Source: an optimization exercise on an open RTL-to-GDS flow (aim: small area). Production flows keep margins and buffers that such runs may drop.
At most, simulation tests tie the RTL to the original design; equivalence was not proved.

==> inputs of 10-22 <==
Design xiaoxiaxiadahuaidan, start of the top module:
module xiaoxiaxiadahuaidan(clk,rst,zero,cpl,cpr,dirl,dirr,pwm1,doutb,dinb,rstb,enb,addrb,web,web1,doutb1,dinb1,enb1,addrb1,d1,d2,d3,d4,d5);
clock: 12.5 ns
lec_check: 0
cap_margin: 20
core_margin: 2
core_utilization: 40
slew_margin: 20
standard.sh (not shown) runs the stock make flow with config.mk's settings and CLKGATE_MAP_FILE= SYNTH_SCRIPT=/design/flow/synth_recipe.tcl, a recipe that flattens the netlist after the stock synthesis.
==> flow/flow/run.sh <==
#!/bin/bash
# Own layout flow:
#  1. the standard synthesis (standard.sh synth), unchanged;
#  2. its combinational logic re-mapped for area with ABC (flip-flops and tie
#     cells kept as they are: same instances, names and cell types), checked
#     equivalent to the standard netlist (falls back to it if not);
#  3. the standard ORFS steps, with buf_1 port buffers and a clock tree
#     without dummy loads.
# Each tool's output goes to a log_*.txt file in the work folder.
set -euo pipefail
W=$(pwd)
F=$W/flow
R=$W/orfs/results/$FLOW_PLATFORM/xiaoxiaxiadahuaidan/base
LIB=$FLOW_HOME/platforms/$FLOW_PLATFORM/lib/sky130_fd_sc_hd__tt_025C_1v80.lib
YOSYS=$(command -v yosys || echo /OpenROAD-flow-scripts/tools/install/yosys/bin/yosys)
TOP=$FLOW_TOP

bash standard.sh synth > $W/log_synth.txt 2>&1
cp $R/1_2_yosys.v $W/netlist_std.v
# the platform's dont-use cells, as the standard synthesis passed them to ABC
DU=$(grep -o -- "-dont_use [A-Za-z0-9_]*" $W/orfs/logs/$FLOW_PLATFORM/xiaoxiaxiadahuaidan/base/1_2_yosys.log | sort -u | tr '\n' ' ')

$YOSYS -p "read_liberty -ignore_miss_func $LIB; delete sky130_fd_sc_hd__dfxtp_1 sky130_fd_sc_hd__dfxtp_2 sky130_fd_sc_hd__dfxtp_4 sky130_fd_sc_hd__conb_1; read_verilog $F/stubs.v; read_verilog $W/netlist_std.v; hierarchy -top $TOP; flatten; opt -purge; abc -liberty $LIB $DU -script $F/area.abc; setundef -zero; opt_clean -purge; write_verilog -noattr $W/netlist_abc.v" > $W/log_reopt_abc.txt 2>&1
$YOSYS -p "read_liberty -lib $LIB; read_verilog $W/netlist_abc.v; hierarchy -top $TOP; hilomap -singleton -hicell sky130_fd_sc_hd__conb_1 HI -locell sky130_fd_sc_hd__conb_1 LO; insbuf -buf sky130_fd_sc_hd__buf_1 A X; opt_clean -purge; check -assert -mapped; tee -o $W/reopt_stat.txt stat -liberty $LIB; write_verilog -noattr -nohex -nodec $W/netlist_reopt.v" > $W/log_reopt_clean.txt 2>&1
if $YOSYS -p "read_liberty -ignore_miss_func $LIB; read_verilog $W/netlist_std.v; hierarchy -top $TOP; flatten; rename $TOP gold; design -stash gold; read_liberty -ignore_miss_func $LIB; read_verilog $W/netlist_reopt.v; hierarchy -top $TOP; flatten; rename $TOP gate; design -stash gate; design -copy-from gold -as gold gold; design -copy-from gate -as gate gate; equiv_make gold gate eq; hierarchy -top eq; equiv_simple; equiv_status -assert" > $W/log_reopt_equiv.txt 2>&1; then
  cp $W/netlist_reopt.v $R/1_2_yosys.v
  echo "re-mapped netlist used" > $W/reopt_result.txt
else
  echo "re-mapped netlist not proven equivalent; standard netlist kept" > $W/reopt_result.txt
fi
touch $R/1_2_yosys.v

bash standard.sh \
  "BUFFER_PORTS_ARGS=-buffer_cell sky130_fd_sc_hd__buf_1" \
  "CTS_ARGS=-sink_clustering_enable -repair_clock_nets -dont_use_dummy_load -buf_list sky130_fd_sc_hd__clkbuf_8" \
  finish > $W/log_layout.txt 2>&1
Other scripts of this flow, unchanged in this note and not shown: flow/flow/area.abc, flow/flow/stubs.v
==> 09-09 (differences from 10-22) <==
--- a/flow/design.v
+++ b/flow/design.v
@@ -13,27 +13,23 @@
 output reg enb1;
 output [3:0] web1;
 output [31:0] addrb1;
 output reg cpl;
 output reg cpr;
 output reg dirl;
 output reg dirr;
 output reg pwm1;
-output d1;
-output d2;
-output d3;
+output reg d1;
+output reg d2;
+output reg d3;
 output d4;
 output d5;
 localparam IDLE = 3'd0, SCAN = 3'd1, W0 = 3'd2, W1 = 3'd3, W2 = 3'd4;
 reg dinb1_0;
-reg [1:0] led;           
-assign d1 = led == 2'd1;
-assign d2 = led == 2'd2;
-assign d3 = led == 2'd3;
 reg [1:0] er;            
 assign dinb = 32'd0;
 assign rstb = 1'b0;
 assign web = 4'b0000;
 assign web1 = 4'b0001;
 assign addrb1 = 32'h40000000;
 assign d4 = 1'b0;
 assign d5 = 1'b1;
@@ -45,21 +41,17 @@
 reg [6:0] sx, ex;        
 reg [7:0] sy, ey;        
 reg finish0, first;
 reg [1:0] a1;
 reg b1;
 reg [5:0] stepx;
 reg [6:0] stepy;
 reg mx, xys_state, en_xy;
-reg dv, dxp, dyp;        
-wire l_cp = dv & (dxp == dyp);
-wire r_cp = dv & (dxp != dyp);
-wire l_dir = dv & (dxp | dyp);
-wire r_dir = dv & !(dxp & !dyp);
+reg l_cp, r_cp, l_dir, r_dir;
 reg en_front, en_behind, en_left, en_right;
 reg [7:0] kx, qx, ky, qy;    
 reg [3:0] rx, ry;
 reg x_state, y_state;
 reg [1:0] dx, dy;
 reg zdown, lala;
 reg [11:0] countera;
 reg pmode;               
@@ -75,30 +67,16 @@
     c = 1'b1;
     for (i = 0; i < 12; i = i + 1) begin
       inc12[i] = x[i] ^ c;
       c = x[i] & c;
     end
     inc12[12] = c;
   end
 endfunction
-function [12:0] incc12;   
-  input [11:0] x;
-  input c0;
-  integer i;
-  reg c;
-  begin
-    c = c0;
-    for (i = 0; i < 12; i = i + 1) begin
-      incc12[i] = x[i] ^ c;
-      c = x[i] & c;
-    end
-    incc12[12] = c;
-  end
-endfunction
 function [8:0] sub8;     
   input [7:0] a;
   input [7:0] b;
   integer i;
   reg bw;
   begin
     bw = 1'b0;
     for (i = 0; i < 8; i = i + 1) begin
@@ -193,152 +171,153 @@
 wire clt = cs[8];
 wire [7:0] rdiff8 = cneg8(rs[7:0], rs[8]);
 wire [6:0] rdiff = rdiff8[6:0];
 wire [7:0] cdiff = cneg8(cs[7:0], cs[8]);
 wire [7:0] kx_new = call_xy ? {mxy, 1'b0} : bx ? {2'b0, stepxv} : {1'b0, rdiff};
 wire [7:0] ky_new = by ? {1'b0, stepyv} : cdiff;
 wire [12:0] qx1w = inc12({4'd0, qx});
 wire [12:0] qy1w = inc12({4'd0, qy});
-wire [7:0] qx1 = qx1w[7:0];        
+wire [7:0] qx1 = qx1w[7:0];
 wire [7:0] qy1 = qy1w[7:0];
+wire [12:0] rx1 = inc12({8'd0, rx});
+wire [12:0] ry1 = inc12({8'd0, ry});
 wire match_x = (rx == 4'd9 && qx1 == (call_xy ? kx_new : kx)) || (!call_xy && kx == 8'd0);
 wire match_y = (ry == 4'd9 && qy1 == ky) || ky == 8'd0;
 wire xact = call_x || call_xy;
 wire tick_x = xact && dx == 2'd0;
 wire tick_y = call_y && dy == 2'd0;
 wire xfin = tick_x && match_x;
-wire [12:0] dx1 = incc12({10'd0, dx}, xact);
-wire [12:0] dy1 = incc12({10'd0, dy}, call_y);
-wire [12:0] rx1 = incc12({8'd0, rx}, tick_x);
-wire [12:0] ry1 = incc12({8'd0, ry}, tick_y);
 wire yfin = tick_y && match_y;
 wire pen = zup || zdn;
 wire [1:0] pc_e = (zdn == pmode) ? pc : 2'd0;
 wire [8:0] pc1_e = (zdn == pmode) ? pc1 : 9'd0;
 wire [12:0] pc1_1 = inc12({3'd0, pc1_e});
-wire mswitch = pen && zdn != pmode;
-wire [12:0] pcn = incc12({10'd0, mswitch ? 2'd0 : pc}, pen);
-wire [12:0] pc1n = incc12({3'd0, mswitch ? 9'd0 : pc1}, pen && pc_wrap);
 wire pc_wrap = zdn ? pc_e == 2'd3 : pc_e == 2'd2;
-wire [12:0] ca1w = incc12(countera, pen);
+wire [12:0] ca1w = inc12(countera);
 wire [11:0] ca1 = ca1w[11:0];
 wire ca_wrap = ca1 == 12'd3000;
 wire lala_v = lala;
 wire p_on = pc1_e == 9'd1;
 wire p_off = pc1_e == (zdn ? 9'd20 : 9'd10);
 wire p_end = pc1_e == 9'd300;
 wire [1:0] er_rd = doutb == 32'd0 ? 2'd0 : doutb == 32'd1 ? 2'd1 : 2'd2;
 wire er0 = er == 2'd0;
 wire rd_done = er0 && cnt == 2'd3;
 wire er_cur1 = rd_done ? doutb == 32'd1 : er == 2'd1;
 wire cmd_done = er == 2'd1 && cnt == 2'd3;
 wire same = psx == sx && psy == sy && pex == ex && pey == ey;
 always @(posedge clk) begin
   if (R) begin
     ms <= IDLE; game_end <= 1'b0; enb <= 1'b0; enb1 <= 1'b1; dinb1_0 <= 1'b0;
-    led <= 2'd0; er <= 2'd0; cnt <= 2'd0;
+    d1 <= 1'b0; d2 <= 1'b0; d3 <= 1'b0; er <= 2'd0; cnt <= 2'd0;
     sx <= 0; sy <= 0; ex <= 0; ey <= 0;
     finish0 <= 1'b0; first <= 1'b1; a1 <= 2'd0; b1 <= 1'b0; stepx <= 0; stepy <= 0;
     mx <= 1'b0; xys_state <= 1'b0; en_xy <= 1'b1;
-    dv <= 1'b0; dxp <= 1'b0; dyp <= 1'b0;
+    l_cp <= 1'b0; r_cp <= 1'b0; l_dir <= 1'b0; r_dir <= 1'b0;
     en_front <= 1'b0; en_behind <= 1'b0; en_left <= 1'b0; en_right <= 1'b0;
     kx <= 0; qx <= 0; rx <= 0; ky <= 0; qy <= 0; ry <= 0;
     x_state <= 1'b0; y_state <= 1'b0; dx <= 0; dy <= 0;
     zdown <= 1'b0; lala <= 1'b0; countera <= 0; pmode <= 1'b0; pc <= 0; pc1 <= 0;
     des_row <= 0; des_col <= 0; self_row <= 0; self_col <= 0;
     pwm1 <= 1'b0; cpl <= 1'b0; cpr <= 1'b0; dirl <= 1'b0; dirr <= 1'b0;
   end else begin
     if (nidle && x_state && y_state && !zdown) ms <= SCAN;
     if (nscan && cmd_done) ms <= same ? SCAN : W0;
     if (w0_go || move0_done) ms <= W1;
     if (w1_pt) ms <= SCAN;
     if ((done_x1 || done_y1 || done_xy) && last_ph) ms <= W2;
     if (w2) ms <= SCAN;
     if (nbad) ms <= IDLE;
     if (nscan) begin
       if (er0) begin
-        led <= 2'd1;
+        d1 <= 1'b1; d2 <= 1'b0; d3 <= 1'b0;
         cnt <= cnt + 2'd1;
         if (cnt == 2'd0) enb <= 1'b1;
         if (cnt == 2'd3) begin er <= er_rd; enb <= 1'b0; end
       end
       if (er_cur1) begin
-        led <= 2'd2;
+        d1 <= 1'b0; d2 <= 1'b1; d3 <= 1'b0;
         cnt <= er0 ? 2'd1 : cnt + 2'd1;
         if (er0 || cnt == 2'd0) enb <= 1'b1;
         if (cmd_done) begin
           sx <= psx; sy <= psy; ex <= pex; ey <= pey;
           er <= 2'd0; enb <= 1'b0;
           if (pex == 7'd0 && pey == 8'd0) game_end <= 1'b1;
         end
       end
     end
-    if (G) led <= 2'd3;
+    if (G) begin d1 <= 1'b0; d2 <= 1'b0; d3 <= 1'b1; end
     if (nidle || w1_pt || w2 || (nscan && cmd_done && same)) begin enb1 <= 1'b1; dinb1_0 <= 1'b1; end
     else if (nscan && er_cur1) begin enb1 <= 1'b1; dinb1_0 <= 1'b0; end
     else if (nscan) enb1 <= 1'b0;
     if (w0_go || move0_done) begin first <= 1'b0; finish0 <= 1'b0; end
     else if (f0_set) finish0 <= 1'b1;
     if (call_x1 && split) begin b1 <= 1'b1; stepx <= stepx_new; end
     if (call_y1 && split) begin b1 <= 1'b1; stepy <= stepy_new; end
     if (call_xy) b1 <= 1'b1;
     if (split && (done_x1 || done_y1 || done_xy)) begin
       b1 <= 1'b0;
       a1 <= a1 == 2'd2 ? 2'd0 : a1 + 2'd1;
     end
     if (done_xy) begin b1 <= 1'b0; en_xy <= 1'b1; xys_state <= 1'b0; end
     if (move0) begin des_row <= sx; des_col <= sy; end
     if (w1) begin des_row <= ex; des_col <= ey; end
     if (nidle || G) begin des_row <= 0; des_col <= 0; end
-    if (xact) kx <= kx_new;
-    dx <= dx1[1:0];
-    rx <= (tick_x && (match_x || rx == 4'd9)) ? 4'd0 : rx1[3:0];
-    if (tick_x && match_x) qx <= 8'd0;
-    else if (tick_x && rx == 4'd9 && !qx1w[8]) qx <= qx1;
+    if (xact) begin
+      kx <= kx_new;
+      dx <= dx + 2'd1;
+      if (dx == 2'd0) begin
+        if (match_x) begin qx <= 0; rx <= 0; end
+        else if (rx == 4'd9) begin rx <= 0; if (!qx1w[8]) qx <= qx1; end
+        else rx <= rx1[3:0];
+      end
+    end
     if (call_x) begin
       if (bx) begin en_front <= !xpos; en_behind <= xpos; end
       else begin en_front <= rlt; en_behind <= rgt; end
       if (xfin) begin en_front <= 1'b0; en_behind <= 1'b0; self_row <= desr; end
     end
     if (call_xy) begin
-      dv <= 1'b1; dxp <= xpos; dyp <= ypos;
+      l_cp <= xpos == ypos; r_cp <= xpos != ypos; l_dir <= xpos | ypos; r_dir <= !(xpos & !ypos);
       if (xfin) begin xys_state <= 1'b1; en_xy <= 1'b0; end
     end
     if (call_y) begin
       ky <= ky_new;
+      dy <= dy + 2'd1;
       if (by) begin en_left <= ypos; en_right <= !ypos; end
       else begin en_left <= cgt; en_right <= clt; end
-      if (yfin) begin en_left <= 1'b0; en_right <= 1'b0; self_col <= desc; end
+      if (dy == 2'd0) begin
+        if (match_y) begin qy <= 0; ry <= 0; en_left <= 1'b0; en_right <= 1'b0; self_col <= desc; end
+        else if (ry == 4'd9) begin ry <= 0; if (!qy1w[8]) qy <= qy1; end
+        else ry <= ry1[3:0];
+      end
     end
-    dy <= dy1[1:0];
-    ry <= (tick_y && (match_y || ry == 4'd9)) ? 4'd0 : ry1[3:0];
-    if (tick_y && match_y) qy <= 8'd0;
-    else if (tick_y && ry == 4'd9 && !qy1w[8]) qy <= qy1;
     if (((done_x1 || done_y1 || done_xy) && split && a1 == 2'd2) || (done_xy && !split)) begin
       self_row <= ex; self_col <= ey;
     end
     if (call_x && xfin) begin x_state <= 1'b1; mx <= 1'b1; end
     if (yfin) begin y_state <= 1'b1; mx <= 1'b0; end
     if (done_x1) begin x_state <= 1'b0; mx <= 1'b0; end
     if (done_y1) y_state <= 1'b0;
     if ((nidle && x_state && y_state && !zdown) || w0_go || move0_done) begin x_state <= 1'b0; y_state <= 1'b0; end
     if (xact && dx == 2'd3) begin cpl <= 1'b0; cpr <= 1'b0; end
     if (call_x && tick_x && (en_front || en_behind)) begin dirl <= !en_front; dirr <= en_front; cpl <= 1'b1; cpr <= 1'b1; end
     if (call_xy && tick_x && en_xy) begin dirl <= l_dir; dirr <= r_dir; cpl <= l_cp; cpr <= r_cp; end
     if (call_y && dy == 2'd3) begin cpl <= 1'b0; cpr <= 1'b0; end
     if (tick_y && (en_left || en_right)) begin dirl <= !en_right; dirr <= !en_right; cpl <= 1'b1; cpr <= 1'b1; end
-    pc <= (pen && pc_wrap) ? 2'd0 : pcn[1:0];
-    pc1 <= (pen && p_end) ? 9'd0 : pc1n[8:0];
-    countera <= (pen && ca_wrap) ? 12'd0 : ca1;
     if (pen) begin
       pmode <= zdn;
+      if (pc_wrap) begin pc <= 2'd0; pc1 <= pc1_1[8:0]; end
+      else begin pc <= pc_e + 2'd1; pc1 <= pc1_e; end
       if (p_on) pwm1 <= 1'b1;
       else if (p_off) pwm1 <= 1'b0;
       else if (p_end) begin
+        pc1 <= 9'd0;
         if (zup && lala) zdown <= 1'b0;
         if (zdn && !lala) zdown <= 1'b1;
       end
+      countera <= ca_wrap ? 12'd0 : ca1;
       if (ca_wrap) lala <= zup;
     end
   end
 end
 endmodule
--- a/flow/flow/run.sh
+++ b/flow/flow/run.sh
@@ -27,10 +27,10 @@
   echo "re-mapped netlist used" > $W/reopt_result.txt
 else
   echo "re-mapped netlist not proven equivalent; standard netlist kept" > $W/reopt_result.txt
 fi
 touch $R/1_2_yosys.v
 
 bash standard.sh \
   "BUFFER_PORTS_ARGS=-buffer_cell sky130_fd_sc_hd__buf_1" \
-  "CTS_ARGS=-sink_clustering_enable -repair_clock_nets -dont_use_dummy_load -buf_list sky130_fd_sc_hd__clkbuf_8" \
+  "CTS_ARGS=-sink_clustering_enable -repair_clock_nets -dont_use_dummy_load" \
   finish > $W/log_layout.txt 2>&1
==> 12-01 (differences from 10-22) <==
--- a/flow/design.v
+++ b/flow/design.v
@@ -13,27 +13,23 @@
 output reg enb1;
 output [3:0] web1;
 output [31:0] addrb1;
 output reg cpl;
 output reg cpr;
 output reg dirl;
 output reg dirr;
 output reg pwm1;
-output d1;
-output d2;
-output d3;
+output reg d1;
+output reg d2;
+output reg d3;
 output d4;
 output d5;
 localparam IDLE = 3'd0, SCAN = 3'd1, W0 = 3'd2, W1 = 3'd3, W2 = 3'd4;
 reg dinb1_0;
-reg [1:0] led;           
-assign d1 = led == 2'd1;
-assign d2 = led == 2'd2;
-assign d3 = led == 2'd3;
 reg [1:0] er;            
 assign dinb = 32'd0;
 assign rstb = 1'b0;
 assign web = 4'b0000;
 assign web1 = 4'b0001;
 assign addrb1 = 32'h40000000;
 assign d4 = 1'b0;
 assign d5 = 1'b1;
@@ -45,21 +41,17 @@
 reg [6:0] sx, ex;        
 reg [7:0] sy, ey;        
 reg finish0, first;
 reg [1:0] a1;
 reg b1;
 reg [5:0] stepx;
 reg [6:0] stepy;
 reg mx, xys_state, en_xy;
-reg dv, dxp, dyp;        
-wire l_cp = dv & (dxp == dyp);
-wire r_cp = dv & (dxp != dyp);
-wire l_dir = dv & (dxp | dyp);
-wire r_dir = dv & !(dxp & !dyp);
+reg l_cp, r_cp, l_dir, r_dir;
 reg en_front, en_behind, en_left, en_right;
 reg [7:0] kx, qx, ky, qy;    
 reg [3:0] rx, ry;
 reg x_state, y_state;
 reg [1:0] dx, dy;
 reg zdown, lala;
 reg [11:0] countera;
 reg pmode;               
@@ -230,54 +222,54 @@
 wire er0 = er == 2'd0;
 wire rd_done = er0 && cnt == 2'd3;
 wire er_cur1 = rd_done ? doutb == 32'd1 : er == 2'd1;
 wire cmd_done = er == 2'd1 && cnt == 2'd3;
 wire same = psx == sx && psy == sy && pex == ex && pey == ey;
 always @(posedge clk) begin
   if (R) begin
     ms <= IDLE; game_end <= 1'b0; enb <= 1'b0; enb1 <= 1'b1; dinb1_0 <= 1'b0;
-    led <= 2'd0; er <= 2'd0; cnt <= 2'd0;
+    d1 <= 1'b0; d2 <= 1'b0; d3 <= 1'b0; er <= 2'd0; cnt <= 2'd0;
     sx <= 0; sy <= 0; ex <= 0; ey <= 0;
     finish0 <= 1'b0; first <= 1'b1; a1 <= 2'd0; b1 <= 1'b0; stepx <= 0; stepy <= 0;
     mx <= 1'b0; xys_state <= 1'b0; en_xy <= 1'b1;
-    dv <= 1'b0; dxp <= 1'b0; dyp <= 1'b0;
+    l_cp <= 1'b0; r_cp <= 1'b0; l_dir <= 1'b0; r_dir <= 1'b0;
     en_front <= 1'b0; en_behind <= 1'b0; en_left <= 1'b0; en_right <= 1'b0;
     kx <= 0; qx <= 0; rx <= 0; ky <= 0; qy <= 0; ry <= 0;
     x_state <= 1'b0; y_state <= 1'b0; dx <= 0; dy <= 0;
     zdown <= 1'b0; lala <= 1'b0; countera <= 0; pmode <= 1'b0; pc <= 0; pc1 <= 0;
     des_row <= 0; des_col <= 0; self_row <= 0; self_col <= 0;
     pwm1 <= 1'b0; cpl <= 1'b0; cpr <= 1'b0; dirl <= 1'b0; dirr <= 1'b0;
   end else begin
     if (nidle && x_state && y_state && !zdown) ms <= SCAN;
     if (nscan && cmd_done) ms <= same ? SCAN : W0;
     if (w0_go || move0_done) ms <= W1;
     if (w1_pt) ms <= SCAN;
     if ((done_x1 || done_y1 || done_xy) && last_ph) ms <= W2;
     if (w2) ms <= SCAN;
     if (nbad) ms <= IDLE;
     if (nscan) begin
       if (er0) begin
-        led <= 2'd1;
+        d1 <= 1'b1; d2 <= 1'b0; d3 <= 1'b0;
         cnt <= cnt + 2'd1;
         if (cnt == 2'd0) enb <= 1'b1;
         if (cnt == 2'd3) begin er <= er_rd; enb <= 1'b0; end
       end
       if (er_cur1) begin
-        led <= 2'd2;
+        d1 <= 1'b0; d2 <= 1'b1; d3 <= 1'b0;
         cnt <= er0 ? 2'd1 : cnt + 2'd1;
         if (er0 || cnt == 2'd0) enb <= 1'b1;
         if (cmd_done) begin
           sx <= psx; sy <= psy; ex <= pex; ey <= pey;
           er <= 2'd0; enb <= 1'b0;
           if (pex == 7'd0 && pey == 8'd0) game_end <= 1'b1;
         end
       end
     end
-    if (G) led <= 2'd3;
+    if (G) begin d1 <= 1'b0; d2 <= 1'b0; d3 <= 1'b1; end
     if (nidle || w1_pt || w2 || (nscan && cmd_done && same)) begin enb1 <= 1'b1; dinb1_0 <= 1'b1; end
     else if (nscan && er_cur1) begin enb1 <= 1'b1; dinb1_0 <= 1'b0; end
     else if (nscan) enb1 <= 1'b0;
     if (w0_go || move0_done) begin first <= 1'b0; finish0 <= 1'b0; end
     else if (f0_set) finish0 <= 1'b1;
     if (call_x1 && split) begin b1 <= 1'b1; stepx <= stepx_new; end
     if (call_y1 && split) begin b1 <= 1'b1; stepy <= stepy_new; end
     if (call_xy) b1 <= 1'b1;
@@ -295,17 +287,17 @@
     if (tick_x && match_x) qx <= 8'd0;
     else if (tick_x && rx == 4'd9 && !qx1w[8]) qx <= qx1;
     if (call_x) begin
       if (bx) begin en_front <= !xpos; en_behind <= xpos; end
       else begin en_front <= rlt; en_behind <= rgt; end
       if (xfin) begin en_front <= 1'b0; en_behind <= 1'b0; self_row <= desr; end
     end
     if (call_xy) begin
-      dv <= 1'b1; dxp <= xpos; dyp <= ypos;
+      l_cp <= xpos == ypos; r_cp <= xpos != ypos; l_dir <= xpos | ypos; r_dir <= !(xpos & !ypos);
       if (xfin) begin xys_state <= 1'b1; en_xy <= 1'b0; end
     end
     if (call_y) begin
       ky <= ky_new;
       if (by) begin en_left <= ypos; en_right <= !ypos; end
       else begin en_left <= cgt; en_right <= clt; end
       if (yfin) begin en_left <= 1'b0; en_right <= 1'b0; self_col <= desc; end
     end
--- a/flow/flow/run.sh
+++ b/flow/flow/run.sh
@@ -27,10 +27,10 @@
   echo "re-mapped netlist used" > $W/reopt_result.txt
 else
   echo "re-mapped netlist not proven equivalent; standard netlist kept" > $W/reopt_result.txt
 fi
 touch $R/1_2_yosys.v
 
 bash standard.sh \
   "BUFFER_PORTS_ARGS=-buffer_cell sky130_fd_sc_hd__buf_1" \
-  "CTS_ARGS=-sink_clustering_enable -repair_clock_nets -dont_use_dummy_load -buf_list sky130_fd_sc_hd__clkbuf_8" \
+  "CTS_ARGS=-sink_clustering_enable -repair_clock_nets -dont_use_dummy_load" \
   finish > $W/log_layout.txt 2>&1
==> results.txt <==
## Synthesis
- syn_area_per_cell: 6.76 sq um

## Die
- Die H: 160 um
- total core area: 0.0236 sq mm

## Outcome
- result of the run: complete, no violations

## Final layout
- number of nets in the layout: 1574

## Setup path
- Critical Path Fanout Max: 12

[end of results for 10-22]
==> results.txt <==
## Outcome
- result of the run: complete, no violations

## Final layout
- number of nets in the layout: 1558

## Setup path
- Worst R2R Setup Slack: 1.84 ns
- Critical Path Fanout Max: 12

## Die
- Die H: 159 um
- total core area: 0.0236 sq mm

## Synthesis
- syn_area_per_cell: 6.84 sq um

## Min path
- Worst Hold End: l_cp$_SDFFE_PP0P_

[end of results for 12-01]
==> results.txt <==
## Outcome
- result of the run: complete, no violations

## Placed design
- placed cell count: 1821

## Setup path
- Critical Path Fanout Max: 11

## Synthesis
- syn_area_per_cell: 6.75 sq um

## Min path
- Worst Hold End: dinb1_0$_SDFFE_PP0P_

## Final layout
- number of nets in the layout: 1583

## Die
- Die H: 160 um

[end of results for 09-09]
Only the layout flow was run in 10-22; the RTL was not checked for function there.

## re-timing with driven ports
Ports are ideal in the flow. The routed layouts listed here were re-timed in OpenROAD.
Step 1 (the two cells are an assumption about what drives the block):
set clk [get_ports {clk}]
set_driving_cell -lib_cell sky130_fd_sc_hd__clkbuf_16 $clk
set_driving_cell -lib_cell sky130_fd_sc_hd__buf_2 [delete_from_list [all_inputs] $clk]
Step 2 moves the port delays by t, midway between the first and last clock arrival at a register: inputs arrive t later, outputs are due t later. That takes back most of the time a late clock gives input paths.
Three values: ideal, step 1, step 2; two values: the first two.
run	t, ns	setup WS [ns]	worst hold slack (ns)	slew at the worst register clock pin (ns)	cell pins on the clock port's net
10-22	0.504	2.488 / 2.488 / 2.488	0.467 / 0.467 / 0.467	0.11 / 0.11	1
09-09	0.474	2.879 / 2.879 / 2.879	0.451 / 0.451 / 0.451	0.08 / 0.08	1
12-01	0.470	1.837 / 1.837 / 1.837	0.450 / 0.450 / 0.450	0.07 / 0.07	1
After both steps every run listed still meets setup and hold.
